What follows belongs to an exercise in optimizing a design on an open flow for small area and a short achievable clock period; a production flow would make more cautious choices. Function not checked in this run: the RTL went through the layout flow alone. No activity file was given, so power comes from the tool's default toggle rates.

==> design/flow/design.v <==
module mul11_cs(
    input  [10:0] x,
    input  [5:0] neg,
    input  [5:0] one,
    input  [5:0] two,
    output [21:0] r0,
    output [21:0] r1,
    output [21:0] r2
    );
    wire neg0 = neg[0];
    wire one0 = one[0];
    wire two0 = two[0];
    wire neg1 = neg[1];
    wire one1 = one[1];
    wire two1 = two[1];
    wire neg2 = neg[2];
    wire one2 = one[2];
    wire two2 = two[2];
    wire neg3 = neg[3];
    wire one3 = one[3];
    wire two3 = two[3];
    wire neg4 = neg[4];
    wire one4 = one[4];
    wire two4 = two[4];
    wire neg5 = neg[5];
    wire one5 = one[5];
    wire two5 = two[5];
    wire pp0_0 = ((one0 & x[0]) | (two0 & 1'b0)) ^ neg0;
    wire pp0_1 = ((one0 & x[1]) | (two0 & x[0])) ^ neg0;
    wire pp0_2 = ((one0 & x[2]) | (two0 & x[1])) ^ neg0;
    wire pp0_3 = ((one0 & x[3]) | (two0 & x[2])) ^ neg0;
    wire pp0_4 = ((one0 & x[4]) | (two0 & x[3])) ^ neg0;
    wire pp0_5 = ((one0 & x[5]) | (two0 & x[4])) ^ neg0;
    wire pp0_6 = ((one0 & x[6]) | (two0 & x[5])) ^ neg0;
    wire pp0_7 = ((one0 & x[7]) | (two0 & x[6])) ^ neg0;
    wire pp0_8 = ((one0 & x[8]) | (two0 & x[7])) ^ neg0;
    wire pp0_9 = ((one0 & x[9]) | (two0 & x[8])) ^ neg0;
    wire pp0_10 = ((one0 & x[10]) | (two0 & x[9])) ^ neg0;
    wire pp0_11 = ((one0 & 1'b0) | (two0 & x[10])) ^ neg0;
    wire pp1_0 = ((one1 & x[0]) | (two1 & 1'b0)) ^ neg1;
    wire pp1_1 = ((one1 & x[1]) | (two1 & x[0])) ^ neg1;
    wire pp1_2 = ((one1 & x[2]) | (two1 & x[1])) ^ neg1;
    wire pp1_3 = ((one1 & x[3]) | (two1 & x[2])) ^ neg1;
    wire pp1_4 = ((one1 & x[4]) | (two1 & x[3])) ^ neg1;
    wire pp1_5 = ((one1 & x[5]) | (two1 & x[4])) ^ neg1;
    wire pp1_6 = ((one1 & x[6]) | (two1 & x[5])) ^ neg1;
    wire pp1_7 = ((one1 & x[7]) | (two1 & x[6])) ^ neg1;
    wire pp1_8 = ((one1 & x[8]) | (two1 & x[7])) ^ neg1;
    wire pp1_9 = ((one1 & x[9]) | (two1 & x[8])) ^ neg1;
    wire pp1_10 = ((one1 & x[10]) | (two1 & x[9])) ^ neg1;
    wire pp1_11 = ((one1 & 1'b0) | (two1 & x[10])) ^ neg1;
    wire pp2_0 = ((one2 & x[0]) | (two2 & 1'b0)) ^ neg2;
    wire pp2_1 = ((one2 & x[1]) | (two2 & x[0])) ^ neg2;
    wire pp2_2 = ((one2 & x[2]) | (two2 & x[1])) ^ neg2;
    wire pp2_3 = ((one2 & x[3]) | (two2 & x[2])) ^ neg2;
    wire pp2_4 = ((one2 & x[4]) | (two2 & x[3])) ^ neg2;
    wire pp2_5 = ((one2 & x[5]) | (two2 & x[4])) ^ neg2;
    wire pp2_6 = ((one2 & x[6]) | (two2 & x[5])) ^ neg2;
    wire pp2_7 = ((one2 & x[7]) | (two2 & x[6])) ^ neg2;
    wire pp2_8 = ((one2 & x[8]) | (two2 & x[7])) ^ neg2;
    wire pp2_9 = ((one2 & x[9]) | (two2 & x[8])) ^ neg2;
    wire pp2_10 = ((one2 & x[10]) | (two2 & x[9])) ^ neg2;
    wire pp2_11 = ((one2 & 1'b0) | (two2 & x[10])) ^ neg2;
    wire pp3_0 = ((one3 & x[0]) | (two3 & 1'b0)) ^ neg3;
    wire pp3_1 = ((one3 & x[1]) | (two3 & x[0])) ^ neg3;
    wire pp3_2 = ((one3 & x[2]) | (two3 & x[1])) ^ neg3;
    wire pp3_3 = ((one3 & x[3]) | (two3 & x[2])) ^ neg3;
    wire pp3_4 = ((one3 & x[4]) | (two3 & x[3])) ^ neg3;
    wire pp3_5 = ((one3 & x[5]) | (two3 & x[4])) ^ neg3;
    wire pp3_6 = ((one3 & x[6]) | (two3 & x[5])) ^ neg3;
    wire pp3_7 = ((one3 & x[7]) | (two3 & x[6])) ^ neg3;
    wire pp3_8 = ((one3 & x[8]) | (two3 & x[7])) ^ neg3;
    wire pp3_9 = ((one3 & x[9]) | (two3 & x[8])) ^ neg3;
    wire pp3_10 = ((one3 & x[10]) | (two3 & x[9])) ^ neg3;
    wire pp3_11 = ((one3 & 1'b0) | (two3 & x[10])) ^ neg3;
    wire pp4_0 = ((one4 & x[0]) | (two4 & 1'b0)) ^ neg4;
    wire pp4_1 = ((one4 & x[1]) | (two4 & x[0])) ^ neg4;
    wire pp4_2 = ((one4 & x[2]) | (two4 & x[1])) ^ neg4;
    wire pp4_3 = ((one4 & x[3]) | (two4 & x[2])) ^ neg4;
    wire pp4_4 = ((one4 & x[4]) | (two4 & x[3])) ^ neg4;
    wire pp4_5 = ((one4 & x[5]) | (two4 & x[4])) ^ neg4;
    wire pp4_6 = ((one4 & x[6]) | (two4 & x[5])) ^ neg4;
    wire pp4_7 = ((one4 & x[7]) | (two4 & x[6])) ^ neg4;
    wire pp4_8 = ((one4 & x[8]) | (two4 & x[7])) ^ neg4;
    wire pp4_9 = ((one4 & x[9]) | (two4 & x[8])) ^ neg4;
    wire pp4_10 = ((one4 & x[10]) | (two4 & x[9])) ^ neg4;
    wire pp4_11 = ((one4 & 1'b0) | (two4 & x[10])) ^ neg4;
    wire pp5_0 = (one5 & x[0]) | (two5 & 1'b0);
    wire pp5_1 = (one5 & x[1]) | (two5 & x[0]);
    wire pp5_2 = (one5 & x[2]) | (two5 & x[1]);
    wire pp5_3 = (one5 & x[3]) | (two5 & x[2]);
    wire pp5_4 = (one5 & x[4]) | (two5 & x[3]);
    wire pp5_5 = (one5 & x[5]) | (two5 & x[4]);
    wire pp5_6 = (one5 & x[6]) | (two5 & x[5]);
    wire pp5_7 = (one5 & x[7]) | (two5 & x[6]);
    wire pp5_8 = (one5 & x[8]) | (two5 & x[7]);
    wire pp5_9 = (one5 & x[9]) | (two5 & x[8]);
    wire pp5_10 = (one5 & x[10]) | (two5 & x[9]);
    wire pp5_11 = (one5 & 1'b0) | (two5 & x[10]);
    wire w1 = pp0_6 ^ pp1_4;
    wire w2 = pp0_6 & pp1_4;
    wire w3 = pp0_7 ^ pp1_5;
    wire w4 = pp0_7 & pp1_5;
    wire w5 = pp0_8 ^ pp1_6 ^ pp2_4;
    wire w6 = (pp0_8 & pp1_6) | (pp0_8 & pp2_4) | (pp1_6 & pp2_4);
    wire w7 = pp3_2 ^ pp4_0;
    wire w8 = pp3_2 & pp4_0;
    wire w9 = pp0_9 ^ pp1_7 ^ pp2_5;
    wire w10 = (pp0_9 & pp1_7) | (pp0_9 & pp2_5) | (pp1_7 & pp2_5);
    wire w11 = pp3_3 ^ pp4_1;
    wire w12 = pp3_3 & pp4_1;
    wire w13 = pp0_10 ^ pp1_8 ^ pp2_6;
    wire w14 = (pp0_10 & pp1_8) | (pp0_10 & pp2_6) | (pp1_8 & pp2_6);
    wire w15 = pp3_4 ^ pp4_2 ^ pp5_0;
    wire w16 = (pp3_4 & pp4_2) | (pp3_4 & pp5_0) | (pp4_2 & pp5_0);
    wire w17 = pp0_11 ^ pp1_9 ^ pp2_7;
    wire w18 = (pp0_11 & pp1_9) | (pp0_11 & pp2_7) | (pp1_9 & pp2_7);
    wire w19 = pp3_5 ^ pp4_3 ^ pp5_1;
    wire w20 = (pp3_5 & pp4_3) | (pp3_5 & pp5_1) | (pp4_3 & pp5_1);
    wire w21 = pp1_10 ^ pp2_8 ^ pp3_6;
    wire w22 = (pp1_10 & pp2_8) | (pp1_10 & pp3_6) | (pp2_8 & pp3_6);
    wire w23 = pp4_4 ^ pp5_2 ^ neg0;
    wire w24 = (pp4_4 & pp5_2) | (pp4_4 & neg0) | (pp5_2 & neg0);
    wire w25 = pp1_11 ^ pp2_9 ^ pp3_7;
    wire w26 = (pp1_11 & pp2_9) | (pp1_11 & pp3_7) | (pp2_9 & pp3_7);
    wire w27 = pp4_5 ^ pp5_3 ^ neg0;
    wire w28 = (pp4_5 & pp5_3) | (pp4_5 & neg0) | (pp5_3 & neg0);
    wire w29 = pp2_10 ^ pp3_8 ^ pp4_6;
    wire w30 = (pp2_10 & pp3_8) | (pp2_10 & pp4_6) | (pp3_8 & pp4_6);
    wire w31 = pp5_4 ^ ~neg0 ^ ~neg1;
    wire w32 = (pp5_4 & ~neg0) | (pp5_4 & ~neg1) | (~neg0 & ~neg1);
    wire w33 = pp2_11 ^ pp3_9 ^ pp4_7;
    wire w34 = (pp2_11 & pp3_9) | (pp2_11 & pp4_7) | (pp3_9 & pp4_7);
    wire w35 = pp5_5 ^ 1'b1;
    wire w36 = pp5_5 & 1'b1;
    wire w37 = pp3_10 ^ pp4_8 ^ pp5_6;
    wire w38 = (pp3_10 & pp4_8) | (pp3_10 & pp5_6) | (pp4_8 & pp5_6);
    wire w39 = pp3_11 ^ pp4_9;
    wire w40 = pp3_11 & pp4_9;
    wire w41 = pp0_4 ^ pp1_2;
    wire w42 = pp0_4 & pp1_2;
    wire w43 = pp0_5 ^ pp1_3;
    wire w44 = pp0_5 & pp1_3;
    wire w45 = w1 ^ pp2_2 ^ pp3_0;
    wire w46 = (w1 & pp2_2) | (w1 & pp3_0) | (pp2_2 & pp3_0);
    wire w47 = w2 ^ w3 ^ pp2_3;
    wire w48 = (w2 & w3) | (w2 & pp2_3) | (w3 & pp2_3);
    wire w49 = w4 ^ w5 ^ w7;
    wire w50 = (w4 & w5) | (w4 & w7) | (w5 & w7);
    wire w51 = w6 ^ w8 ^ w9;
    wire w52 = (w6 & w8) | (w6 & w9) | (w8 & w9);
    wire w53 = w10 ^ w12 ^ w13;
    wire w54 = (w10 & w12) | (w10 & w13) | (w12 & w13);
    wire w55 = w14 ^ w16 ^ w17;
    wire w56 = (w14 & w16) | (w14 & w17) | (w16 & w17);
    wire w57 = w18 ^ w20 ^ w21;
    wire w58 = (w18 & w20) | (w18 & w21) | (w20 & w21);
    wire w59 = w22 ^ w24 ^ w25;
    wire w60 = (w22 & w24) | (w22 & w25) | (w24 & w25);
    wire w61 = w26 ^ w28 ^ w29;
    wire w62 = (w26 & w28) | (w26 & w29) | (w28 & w29);
    wire w63 = w30 ^ w32 ^ w33;
    wire w64 = (w30 & w32) | (w30 & w33) | (w32 & w33);
    wire w65 = w34 ^ w36 ^ w37;
    wire w66 = (w34 & w36) | (w34 & w37) | (w36 & w37);
    wire w67 = w38 ^ w39 ^ pp5_7;
    wire w68 = (w38 & w39) | (w38 & pp5_7) | (w39 & pp5_7);
    wire w69 = w40 ^ pp4_10 ^ pp5_8;
    wire w70 = (w40 & pp4_10) | (w40 & pp5_8) | (pp4_10 & pp5_8);
    wire w71 = pp4_11 ^ pp5_9;
    wire w72 = pp4_11 & pp5_9;
    assign r0 = {pp5_11, w72, w70, w68, w66, w64, w62, w60, w58, w56, w54, w52, w50, w48, w46, w44, w42, w41, pp0_3, pp0_2, pp0_1, pp0_0};
    assign r1 = {1'b1, pp5_10, w71, w69, w67, w65, w63, w61, w59, w57, w55, w53, w51, w49, w47, w45, w43, pp2_0, pp1_1, pp1_0, 1'b0, neg0};
    assign r2 = {1'b0, ~neg4, 1'b1, ~neg3, 1'b1, ~neg2, w35, w31, w27, w23, w19, w15, w11, neg4, pp3_1, neg3, pp2_1, neg2, 1'b0, neg1, 1'b0, 1'b0};
endmodule
module booth_enc11(
    input  [10:0] y,
    output [5:0] neg,
    output [5:0] one,
    output [5:0] two
    );
    assign neg[0] = y[1];
    assign one[0] = y[0] ^ 1'b0;
    assign two[0] = (y[1] & ~y[0] & ~1'b0) | (~y[1] & y[0] & 1'b0);
    assign neg[1] = y[3];
    assign one[1] = y[2] ^ y[1];
    assign two[1] = (y[3] & ~y[2] & ~y[1]) | (~y[3] & y[2] & y[1]);
    assign neg[2] = y[5];
    assign one[2] = y[4] ^ y[3];
    assign two[2] = (y[5] & ~y[4] & ~y[3]) | (~y[5] & y[4] & y[3]);
    assign neg[3] = y[7];
    assign one[3] = y[6] ^ y[5];
    assign two[3] = (y[7] & ~y[6] & ~y[5]) | (~y[7] & y[6] & y[5]);
    assign neg[4] = y[9];
    assign one[4] = y[8] ^ y[7];
    assign two[4] = (y[9] & ~y[8] & ~y[7]) | (~y[9] & y[8] & y[7]);
    assign neg[5] = 1'b0;
    assign one[5] = y[10] ^ y[9];
    assign two[5] = (1'b0 & ~y[10] & ~y[9]) | (~1'b0 & y[10] & y[9]);
endmodule
module lzc12(
    input  [11:0] op,
    output [3:0]  cnt
    );
    assign cnt =
        op[11] ? 4'd0 : op[10] ? 4'd1 : op[9] ? 4'd2 : op[8] ? 4'd3 :
        op[7] ? 4'd4 : op[6] ? 4'd5 : op[5] ? 4'd6 : op[4] ? 4'd7 :
        op[3] ? 4'd8 : op[2] ? 4'd9 : op[1] ? 4'd10 : op[0] ? 4'd11 : 4'd12;
endmodule
module fpu_cmp_core(
    input  [15:0] a,
    input  [15:0] b,
    output        ge,
    output        mag_gt
    );
    wire gt, eq;
    mag_cmp15 u_mag(.x(a[14:0]), .y(b[14:0]), .gt(gt), .eq(eq));
    assign ge = (a[15] ^ b[15]) ? ~a[15] : (a[15] ? ~gt : (gt | eq));
    assign mag_gt = gt;
endmodule
module mag_cmp15(
    input  [14:0] x,
    input  [14:0] y,
    output        gt,
    output        eq
    );
    wire [15:0] g0 = {1'b0, x & ~y};
    wire [15:0] e0 = {1'b1, ~(x ^ y)};
    wire [7:0] g1, e1;
    wire [3:0] g2, e2;
    wire [1:0] g3, e3;
    genvar i;
    generate
        for (i = 0; i < 8; i = i + 1) begin : l1
            assign g1[i] = g0[2*i+1] | (e0[2*i+1] & g0[2*i]);
            assign e1[i] = e0[2*i+1] & e0[2*i];
        end
        for (i = 0; i < 4; i = i + 1) begin : l2
            assign g2[i] = g1[2*i+1] | (e1[2*i+1] & g1[2*i]);
            assign e2[i] = e1[2*i+1] & e1[2*i];
        end
        for (i = 0; i < 2; i = i + 1) begin : l3
            assign g3[i] = g2[2*i+1] | (e2[2*i+1] & g2[2*i]);
            assign e3[i] = e2[2*i+1] & e2[2*i];
        end
    endgenerate
    assign gt = g3[1] | (e3[1] & g3[0]);
    assign eq = e3[1] & e3[0];
endmodule
module fpu16_top(
    input         aclk,
    input  [15:0] a,
    input  [15:0] b,
    input         a_valid,
    input         b_valid,
    output [15:0] add_result,
    output        add_valid,
    output [15:0] sub_result,
    output        sub_valid,
    output [15:0] mul_result,
    output        mul_valid,
    output [7:0]  cmp_result,
    output        cmp_valid
    );
    reg v0, v1, v2, v3, v4, v5;
    always @(posedge aclk) begin
        v0 <= a_valid & b_valid;
        v1 <= v0; v2 <= v1; v3 <= v2; v4 <= v3; v5 <= v4;
    end
    reg [15:0] a0, b0;
    reg cmp_q, a_gt;
    wire ge, mag_gt;
    fpu_cmp_core u_cmp(.a(a), .b(b), .ge(ge), .mag_gt(mag_gt));
    always @(posedge aclk) begin
        a0 <= a;
        b0 <= b;
        cmp_q <= ge;
        a_gt <= mag_gt;
    end
    assign cmp_result = {7'b0, cmp_q};
    assign cmp_valid = v0;
    wire [14:0] l0 = a_gt ? a0[14:0] : b0[14:0];
    wire [14:0] s0 = a_gt ? b0[14:0] : a0[14:0];
    wire hl0 = |l0[14:10];
    wire hs0 = |s0[14:10];
    wire [4:0] d0 = {l0[14:11], l0[10] | ~hl0} - {s0[14:11], s0[10] | ~hs0};
    wire nan0 = &l0[14:10];
    wire psel0 = (&s0[14:10]) & ~a_gt;
    wire [5:0] bn0, bo0, bt0;
    booth_enc11 u_be(.y({hs0, s0[9:0]}), .neg(bn0), .one(bo0), .two(bt0));
    reg [14:0] l1, s1;
    reg ls1, es1, fs1, hl1, hs1;
    reg [10:0] mx1;
    reg [5:0] bn1, bo1, bt1;
    reg [4:0] d1;
    always @(posedge aclk) begin
        l1  <= l0;
        s1  <= s0;
        ls1 <= a_gt ? a0[15] : b0[15];
        es1 <= a0[15] ^ b0[15];
        fs1 <= a_gt ? a0[15] : ~b0[15];
        hl1 <= hl0;
        hs1 <= hs0;
        mx1 <= psel0 ? {hs0, s0[9:0]} : {hl0, l0[9:0]};
        bn1 <= nan0 ? 6'b000000 : bn0;
        bo1 <= nan0 ? 6'b100000 : bo0;
        bt1 <= nan0 ? 6'b000000 : bt0;
        d1  <= d0;
    end
    wire [4:0] le1 = {l1[14:11], l1[10] | ~hl1};
    wire [4:0] se1 = {s1[14:11], s1[10] | ~hs1};
    wire [13:0] s_ext = {hs1, s1[9:0], 3'b0};
    wire [13:0] s_shr = d1[4] ? 14'b0 : s_ext >> d1[3:0];
    wire [13:0] s_lost = d1[4] ? s_ext : s_ext & ~(14'h3fff << d1[3:0]);
    reg [14:0] l2;
    reg [13:0] sal2;
    reg ls2, es2, fs2, hl2, linf2, pani2, bz2;
    always @(posedge aclk) begin
        l2    <= l1;
        sal2  <= {s_shr[13:1], s_shr[0] | (|s_lost)};
        ls2   <= ls1;
        es2   <= es1;
        fs2   <= fs1;
        hl2   <= hl1;
        linf2 <= &l1[14:10];
        pani2 <= es1 & (&s1[14:10]) & ~(|l1[9:0]) & ~(|s1[9:0]);
        bz2   <= ~hl1 & ~(|l1[9:0]);
    end
    wire [13:0] sal_e = linf2 ? 14'b0 : sal2;
    wire [13:0] l_ext = {hl2, l2[9:0], 3'b0};
    reg [14:0] ps3;
    reg [13:0] ms3;
    reg [4:0] le3;
    reg linf3, ls3, es3, fs3, pani3, bz3;
    always @(posedge aclk) begin
        ps3   <= {1'b0, l_ext} + {1'b0, sal_e};
        ms3   <= l_ext - sal_e;
        le3   <= {l2[14:11], l2[10] | ~hl2};
        linf3 <= linf2;
        ls3   <= ls2;
        es3   <= es2;
        fs3   <= fs2;
        pani3 <= pani2;
        bz3   <= bz2;
    end
    wire p_nf = ps3[14];
    wire [9:0] p_fr = p_nf ? ps3[13:4] : ps3[12:3];
    wire p_g  = p_nf ? ps3[3] : ps3[2];
    wire p_r  = p_nf ? ps3[2] : ps3[1];
    wire p_st = p_nf ? (ps3[1] | ps3[0]) : ps3[0];
    wire [4:0] p_e = p_nf ? le3 + 5'd1 : (ps3[13] ? le3 : 5'd0);
    wire p_inc = p_g & (p_r | p_st | p_fr[0]);
    wire [10:0] m_force = (le3 >= 5'd12) ? 11'b0 : (11'b1 << (5'd11 - le3));
    wire [10:0] m_top = ms3[13:3] | m_force;
    wire [3:0] m_sh =
        m_top[10] ? 4'd0 : m_top[9] ? 4'd1 : m_top[8] ? 4'd2 : m_top[7] ? 4'd3 :
        m_top[6] ? 4'd4 : m_top[5] ? 4'd5 : m_top[4] ? 4'd6 : m_top[3] ? 4'd7 :
        m_top[2] ? 4'd8 : m_top[1] ? 4'd9 : m_top[0] ? 4'd10 : 4'd11;
    wire [13:0] m_n = ms3 << m_sh;
    wire [10:0] m_t = ms3[13:3];
    wire [3:0] m_lz =
        m_t[10] ? 4'd0 : m_t[9] ? 4'd1 : m_t[8] ? 4'd2 : m_t[7] ? 4'd3 :
        m_t[6] ? 4'd4 : m_t[5] ? 4'd5 : m_t[4] ? 4'd6 : m_t[3] ? 4'd7 :
        m_t[2] ? 4'd8 : m_t[1] ? 4'd9 : m_t[0] ? 4'd10 : 4'd11;
    wire [5:0] m_ed = {1'b0, le3} - {2'b0, m_lz};
    wire [4:0] m_e = (m_ed[5] | (m_ed == 6'd0)) ? 5'd0 : m_ed[4:0];
    wire m_inc = (m_sh == 4'd0) ? ms3[2] & (ms3[1] | ms3[0] | ms3[3]) :
                 (m_sh == 4'd1) ? ms3[1] & (ms3[0] | ms3[2]) : 1'b0;
    reg [14:0] pv4, mv4;
    reg pinc4, minc4, mz4, linf4, ls4, es4, fs4, pani4, bz4;
    always @(posedge aclk) begin
        pv4   <= {p_e, p_fr};
        pinc4 <= p_inc;
        mv4   <= {m_e, m_n[12:3]};
        minc4 <= m_inc;
        mz4   <= ~(|ms3);
        linf4 <= linf3;
        ls4   <= ls3;
        es4   <= es3;
        fs4   <= fs3;
        pani4 <= pani3;
        bz4   <= bz3;
    end
    wire [14:0] p_rnd = pv4 + pinc4;
    wire [14:0] m_rnd = mv4 + minc4;
    wire [14:0] p_res = ((&p_rnd[14:10]) & ~linf4) ? 15'h7c00 : p_rnd;
    wire [14:0] m_res = ((&m_rnd[14:10]) & ~linf4) ? 15'h7c00 : m_rnd;
    wire [14:0] add_mag = es4 ? m_res : p_res;
    wire [14:0] sub_mag = es4 ? p_res : m_res;
    wire zs = bz4 & ls4 & ~es4;
    wire [15:0] add_c = pani4 ? 16'hfe00 : bz4 ? {zs, 15'b0} :
                        (es4 & mz4) ? 16'b0 : {ls4, add_mag};
    wire [15:0] sub_c = pani4 ? 16'hfe00 : bz4 ? {zs, 15'b0} :
                        (~es4 & mz4) ? 16'b0 : {fs4, sub_mag};
    reg [15:0] add_q, sub_q;
    reg add_vq, sub_vq;
    always @(posedge aclk) begin
        add_q  <= add_c;
        sub_q  <= sub_c;
        add_vq <= v4 & ~(&add_c[14:10]);
        sub_vq <= v4 & ~(&sub_c[14:10]);
    end
    assign add_result = add_q;
    assign add_valid = add_vq;
    assign sub_result = sub_q;
    assign sub_valid = sub_vq;
    wire [21:0] cs0, cs1, cs2;
    mul11_cs u_mul(.x(mx1), .neg(bn1), .one(bo1), .two(bt1), .r0(cs0), .r1(cs1), .r2(cs2));
    reg [21:0] cs0_2, cs1_2, cs2_2;
    reg [6:0] t2;
    reg msg2, nan2, zero2;
    always @(posedge aclk) begin
        cs0_2 <= cs0;
        cs1_2 <= cs1;
        cs2_2 <= cs2;
        t2    <= {2'b0, le1} + {2'b0, se1} - 7'd15;
        msg2  <= es1;
        nan2  <= &l1[14:10];
        zero2 <= ~hs1 & ~(|s1[9:0]);
    end
    wire [21:0] q_s = cs0_2 ^ cs1_2 ^ cs2_2;
    wire [21:0] q_c = (cs0_2 & cs1_2) | (cs0_2 & cs2_2) | (cs1_2 & cs2_2);
    wire [21:0] q_sum = q_s + {q_c[20:0], 1'b0};
    reg [21:0] q3;
    reg [6:0] t3;
    reg msg3, nan3, zero3;
    always @(posedge aclk) begin
        q3    <= q_sum;
        t3    <= t2;
        msg3  <= msg2;
        nan3  <= nan2;
        zero3 <= zero2;
    end
    wire [3:0] lq;
    lzc12 u_lq(q3[21:10], lq);
    wire normal = ~t3[6] & (t3[5:0] >= {2'b0, lq});
    reg [21:0] q4;
    reg [6:0] e4;
    reg [4:0] q_sh;
    reg normal4, msg4, nan4, zero4;
    always @(posedge aclk) begin
        q4      <= q3;
        q_sh    <= normal ? 5'd11 - {1'b0, lq} : 5'd11 - t3[4:0];
        e4      <= t3 + 7'd1 - {3'b0, lq};
        normal4 <= normal;
        msg4    <= msg3;
        nan4    <= nan3;
        zero4   <= zero3;
    end
    wire [32:0] q_pad = {q4, 11'b0};
    wire [32:0] q_z16 = q_sh[4] ? q_pad >> 16 : q_pad;
    wire [32:0] q_z8  = q_sh[3] ? q_z16 >> 8 : q_z16;
    wire [32:0] q_z4  = q_sh[2] ? q_z8 >> 4 : q_z8;
    wire [32:0] q_z2  = q_sh[1] ? q_z4 >> 2 : q_z4;
    wire [32:0] q_z   = q_sh[0] ? q_z2 >> 1 : q_z2;
    wire [11:0] win = q_z[21:10];
    wire [22:0] below = ~({23{1'b1}} << q_sh[4:0]);
    wire st4 = |(q4 & below[22:1]);
    wire [6:0] e4p1 = e4 + 7'd1;
    reg [10:0] mant5;
    reg [4:0] e5;
    reg inc5, ovn5, ovc5, normal5, msg5, nan5, zero5;
    always @(posedge aclk) begin
        mant5   <= win[11:1];
        inc5    <= win[0] & (st4 | win[1]);
        e5      <= e4[4:0];
        ovn5    <= normal4 & ($signed(e4) > 30);
        ovc5    <= normal4 & ($signed(e4p1) > 30);
        normal5 <= normal4;
        msg5    <= msg4;
        nan5    <= nan4;
        zero5   <= zero4;
    end
    wire [11:0] mr = {1'b0, mant5} + inc5;
    wire carry = inc5 & (&mant5);
    wire ovf = carry ? ovc5 : ovn5;
    wire [4:0] field = ~normal5 ? {4'b0, mr[10]} : carry ? e5 + 5'd1 : e5;
    wire [15:0] mul_c = nan5 ? {msg5, 5'b11111, mr[9:0]} : zero5 ? {msg5, 15'b0} :
                        ovf ? {msg5, 5'b11111, 10'b0} : {msg5, field, mr[9:0]};
    wire mul_err = nan5 | (ovf & ~zero5);
    reg [15:0] mul_q;
    reg mul_vq;
    always @(posedge aclk) begin
        mul_q  <= mul_c;
        mul_vq <= v5 & ~mul_err;
    end
    assign mul_result = mul_q;
    assign mul_valid = mul_vq;
endmodule
==> design/flow/flow/run.sh <==
#!/bin/bash
# The standard layout, with buf_2 cells as the port buffers and setup repair
# aimed at a 2.64 ns period (slack margin 5.36 ns at the 8 ns clock).
set -euo pipefail
bash standard.sh SETUP_SLACK_MARGIN=5.36 "BUFFER_PORTS_ARGS=-buffer_cell sky130_fd_sc_hd__buf_2" finish > standard.log 2>&1
==> design/flow/standard.sh <==
#!/bin/bash
# synth_recipe.tcl (not shown) runs the flow's synth.tcl, then flattens the netlist and writes it again
# the make line also repeats each setting of config.mk as NAME=value (left out here)
make -C /OpenROAD-flow-scripts/flow DESIGN_CONFIG=/design/flow/config.mk WORK_HOME=/design/flow/orfs CLKGATE_MAP_FILE= SYNTH_SCRIPT=/design/flow/synth_recipe.tcl "${@:-finish}"
==> design/flow/config.mk <==
export PLATFORM = sky130hd
export DESIGN_NAME = fpu16_top
export DESIGN_NICKNAME = fpu16_top
export VERILOG_FILES = /design/flow/design.v
export SDC_FILE = /design/flow/constraint.sdc
export NUM_CORES = 4
export LEC_CHECK = 0
export ABC_AREA = 1
export CAP_MARGIN = 20
export CORE_MARGIN = 2
export CORE_UTILIZATION = 55
export CTS_CLUSTER_DIAMETER = 100
export CTS_CLUSTER_SIZE = 30
export SETUP_SLACK_MARGIN = 5.0
export SLEW_MARGIN = 20
==> design/flow/constraint.sdc <==
create_clock -name core_clock -period 8.0 [get_ports {aclk}]
set_input_delay 1.6000 -clock core_clock [delete_from_list [all_inputs] [get_ports {aclk}]]
set_output_delay 1.6000 -clock core_clock [all_outputs]
set_load 0.01 [all_outputs]
==> run summary <==
----------------------------------------------------
[Outcome]
  Run status ... complete, no violations

[Timing]
  Top achievable clock speed ... 384 MHz
  Setup repair after global routing missed its margin ... yes
  Total setup violations reported at the end of the flow ... 0
  Min Clock Period, post-route ... 2.60 ns
  Max_slew headroom ... 39.7%
  Final period util ... roughly a third
  Total negative slack for setup checks ... 0 ns
  Final Hold Viols ... 0
  Worst Tran Pin Value ... 0.903 ns
  Number of max-slew violations in the final report ... 0
  Clk_skew ... between 0.02 and 0.03 ns

[Power]
  Overall Power ... 9.76 mW
  Maximum resistive drop on vdd ... 0.246 mV
  Power density relative to cell area ... 442 mW/mm2
  Leakage power figure ... 10.5 nW

[Logic synthesis]
  Yosys warning count ... 1
  Number of distinct library cells after synthesis ... 56
  Synth Area in Compound Gates ... around 12%
  Total of flip-flops plus latches after synthesis ... 428
  Number of enable flip-flop cells after synthesis ... 0
  Share of synthesized area spent on multiplexers ... less than 1%
  Number of instances in the synthesized netlist ... between 2000 and 2500
  Area share of xor/xnor cells in the synthesized design ... between 5 and 6%
  Area share of the largest cell type after synthesis ... 44.0%
  Async S/R FF share, synth ... 0%
  Synth Area in Adders ... 12.6%
  Leading post-synthesis cells by instance count ... 428 x sky130_fd_sc_hd__dfxtp_1, 413 x sky130_fd_sc_hd__nand2_1, 310 x sky130_fd_sc_hd__inv_1
  Main combinational cell family by area after synthesis ... simple AND/OR/NAND/NOR gates
  Average size of a mapped cell ... 8.42 um2
  Most used flip-flop cell after synthesis ... sky130_fd_sc_hd__dfxtp_1
  Most frequently used cell type in the post-synthesis netlist ... sky130_fd_sc_hd__dfxtp_1
  Leading cell types by total area after synthesis ... sky130_fd_sc_hd__dfxtp_1 44%, sky130_fd_sc_hd__nand2_1 8.0%, sky130_fd_sc_hd__ha_1 7.6%
  Sequential cell area fraction in the yosys report ... approximately 44%
  Post-synthesis share of cell area spent on and, or, nand and nor gates ... 16.7%
  Largest area contributor in the netlist ... sky130_fd_sc_hd__dfxtp_1
  Total standard cell area after synthesis ... slightly below 0.02 mm2

[Worst setup path]
  R2R Setup Slk ... 5.40 ns
  Required time of the worst setup path ... 6.40 ns
  Capturing point of the worst reg2reg path ... sub_q[2]$_SDFF_PP0_
  Crit-path cells ... buf_2
  Largest incremental delay on the critical path ... 0.35 ns
  CP delay by family, top ... flip-flops
  FF-to-FF Start ... mv4[0]$_SDFF_PP0_
  Launching element type of the critical path ... flip-flop
  Critical path data arrival time ... 1.00 ns
  Critical path buffers and inverters ... 1
  Peak fanout along the critical path ... 1
  Worst setup path startpoint ... mul_q[14]$_SDFF_PP1_
  Critical path capture point type ... output pin
  Master of the slowest instance on the critical path ... sky130_fd_sc_hd__dfxtp_2
  Worst setup endpoint ... mul_result[14]
  Worst-case reg-to-reg path depth ... 19
  Critical Setup Path Class ... reg -> out
  Count of cell instances traversed by the critical path ... 1

[Global route]
  First-pass GRT wire length ... roughly 70000 um
  Remaining global-route overflow ... 0
  Initial antenna violation count ... 1
  Global routing usage summed across all routing layers ... between 20% and 30%
  Via count of the first global-routing pass ... 14200
  Largest net degree at the start of global routing ... 35

[Placed design]
  Dpl hpwl ... 34500 um
  Count of input and output buffers ... 87
  RD Place Congestion ... roughly 0.97

[Min path]
  Worst hold-check path type ... reg -> reg

[Floorplanning]
  Die height ... 192 um
  Area of the placeable core ... between 0.03 and 0.04 mm2
  Starting utilization of the core area ... 56.1%
  FP Rows ... 68
  Floorplan die area ... between 0.03 and 0.04 mm2
  Num ports ... 95
  Die width ... 192 um

[Clocking]
  Clock sinks ... 428
  Clock-pin slew of the registers on the worst-case setup and hold paths ... 0.11 ns
  Buffer cell driving the clock tree root ... sky130_fd_sc_hd__clkbuf_16
  TritonCTS clock tree ... yes
  Maximum root-to-sink buffer count ... 3
  Clock H-tree levels ... 1
  Inserted Clock Buffers ... 18
  Insertion delay to the later sink of the worst-skew pair ... 0.54 ns

[Drt]
  Via count ... 15200
  Routed Antenna Nets ... 0
  Mean number of vias per cell ... 5.28
  Number of optimization iterations in the first detailed-route pass ... 5
  Total wirelength of the detailed-routed design ... 45600 um
  First DRT Iteration DRCs ... approximately 750
  WL/cell ... between 15 and 20 um
  Total DRC errors in the routed layout ... 0

[Layout]
  Share of layout cells above drive strength 1 ... 14.7%
  Growth of design area from synthesis to finish ... 13.4%
  Layout net count ... between 2000 and 3000

[Job]
  Max-cap violation count ... 0

----------------------------------------------------
sequential cells by signal (all words and copies together), names as in the netlist, 20 cells and up:
signal and cells:
cs0_2 22, cs1_2 20, q3 22, q4 22
per-stage QoR:
step                      cell area, um2  worst slack, ns  instances  hold slack, ns  util [%]
after floorplan                    19600             5.25       2317           0.310         -
after global placement             20300             4.82       2800           0.310      58.6
after detailed placement           20300             4.75       2800           0.312      58.6
after CTS                          21100             5.36       2835           0.338      60.8
after global routing               22100             5.23       2877           0.338      63.5
final                              22100             5.40       2878           0.334      63.5
how the worst min path moves through the flow:
stage / slack [ns] / from / cells past startpoint / end
global placement: 0.31 / fs3$_DFF_P_ / 0 / fs4$_DFF_P_
CTS: 0.34 / q3[8]$_DFF_P_ / 0 / q4[8]$_DFF_P_
floorplan: 0.31 / bz2$_DFF_P_ / 0 / bz3$_DFF_P_
finish: 0.33 / l2[12]$_DFF_P_ / 0 / le3[2]$_DFF_P_
detailed placement: 0.31 / fs1$_DFF_P_ / 0 / fs2$_DFF_P_
global route: 0.34 / fs1$_DFF_P_ / 0 / fs2$_DFF_P_
what timing repair did:
item / in CTS / in global routing
pin swaps: 10 / 47
setup endpoints to repair: 37 / 57
buffers inserted: 10 / 39
hold buffers: 0 / 0
cloned: 2 / 3
gates resized for setup: 51 / 145
cells in the final DEF, fill, tap and decap left out, types with 17 or more instances in the layout:
cell type	Yosys	layout
sky130_fd_sc_hd__a21oi_1	109	93
sky130_fd_sc_hd__buf_2	6	84
sky130_fd_sc_hd__buf_4	9	51
sky130_fd_sc_hd__clkbuf_16	0	20
sky130_fd_sc_hd__dfxtp_1	428	402
sky130_fd_sc_hd__dfxtp_2	0	20
sky130_fd_sc_hd__fa_1	49	46
sky130_fd_sc_hd__ha_1	118	98
sky130_fd_sc_hd__inv_1	310	297
sky130_fd_sc_hd__nand2_1	413	394
sky130_fd_sc_hd__nand3_1	110	100
sky130_fd_sc_hd__nor2_1	148	140
sky130_fd_sc_hd__nor3_1	22	17
sky130_fd_sc_hd__o21ai_0	146	130
sky130_fd_sc_hd__o21ai_1	16	22
sky130_fd_sc_hd__o22ai_1	68	68
sky130_fd_sc_hd__xor2_1	112	110
layer usage:
metal,vias to the layer above,GRT usage (%),wire (um)
met4,0,6.31,1270
met5,-,0,0
met3,86,1.97,1840
met2,432,43.7,22700
li1,7686,-,-
met1,6982,30.5,19800
cell families after synthesis:
logic type / after synthesis
other: 1
muxes: 8
xor gates and xnor gates: 130
DFF: 428
AOI/OAI and AO/OA: 423
adders and majority gates: 167
and+or+nand+nor: 759
buffers and inverters: 395
final cells by class:
type	count	area, um2
fill	3010	12700
multi-input combinational	1496	10100
sequential	428	8620
inverter	330	1270
timing repair buffer	144	971
tap	455	569
clock buffer	21	493
clock inverter	2	21.3
timing repair inverter	1	7.51
antenna	1	2.50
report_power, final:
part           leakage, nW  internal [mW]  switching (mW)  total (mW)
Combinational         6.62           2.14            2.99        5.13
Clock                0.254          0.448           0.633        1.08
Sequential            3.60           2.97           0.576        3.55
Total                 10.5           5.56            4.19        9.76

[afterwards: timing with drivers on the ports]
Ports are ideal in the flow. The routed layout listed here was re-timed in OpenROAD. Step 1 (the two cells are an assumption about what drives the block):
set clk [get_ports {aclk}]
set_driving_cell -lib_cell sky130_fd_sc_hd__clkbuf_16 $clk
set_driving_cell -lib_cell sky130_fd_sc_hd__buf_2 [delete_from_list [all_inputs] $clk]
Step 2 times the ports against the registers' clock, not the clock port: input delays grow and output delays shrink by t, the midpoint of the rising clock arrivals with the driver on. Three values: no drivers, after step 1, after step 2; two values: the first two.
t, ns: 0.583
setup slack, ns: 5.397 / 5.342 / 4.941
worst setup path after step 2: input to register
slew at the worst register clock pin (ns): 0.11 / 0.11
After both steps setup and hold are still met in this run. For this run, drivers alone change the setup slack by -0.055 ns; drivers and shift together by -0.456 ns.
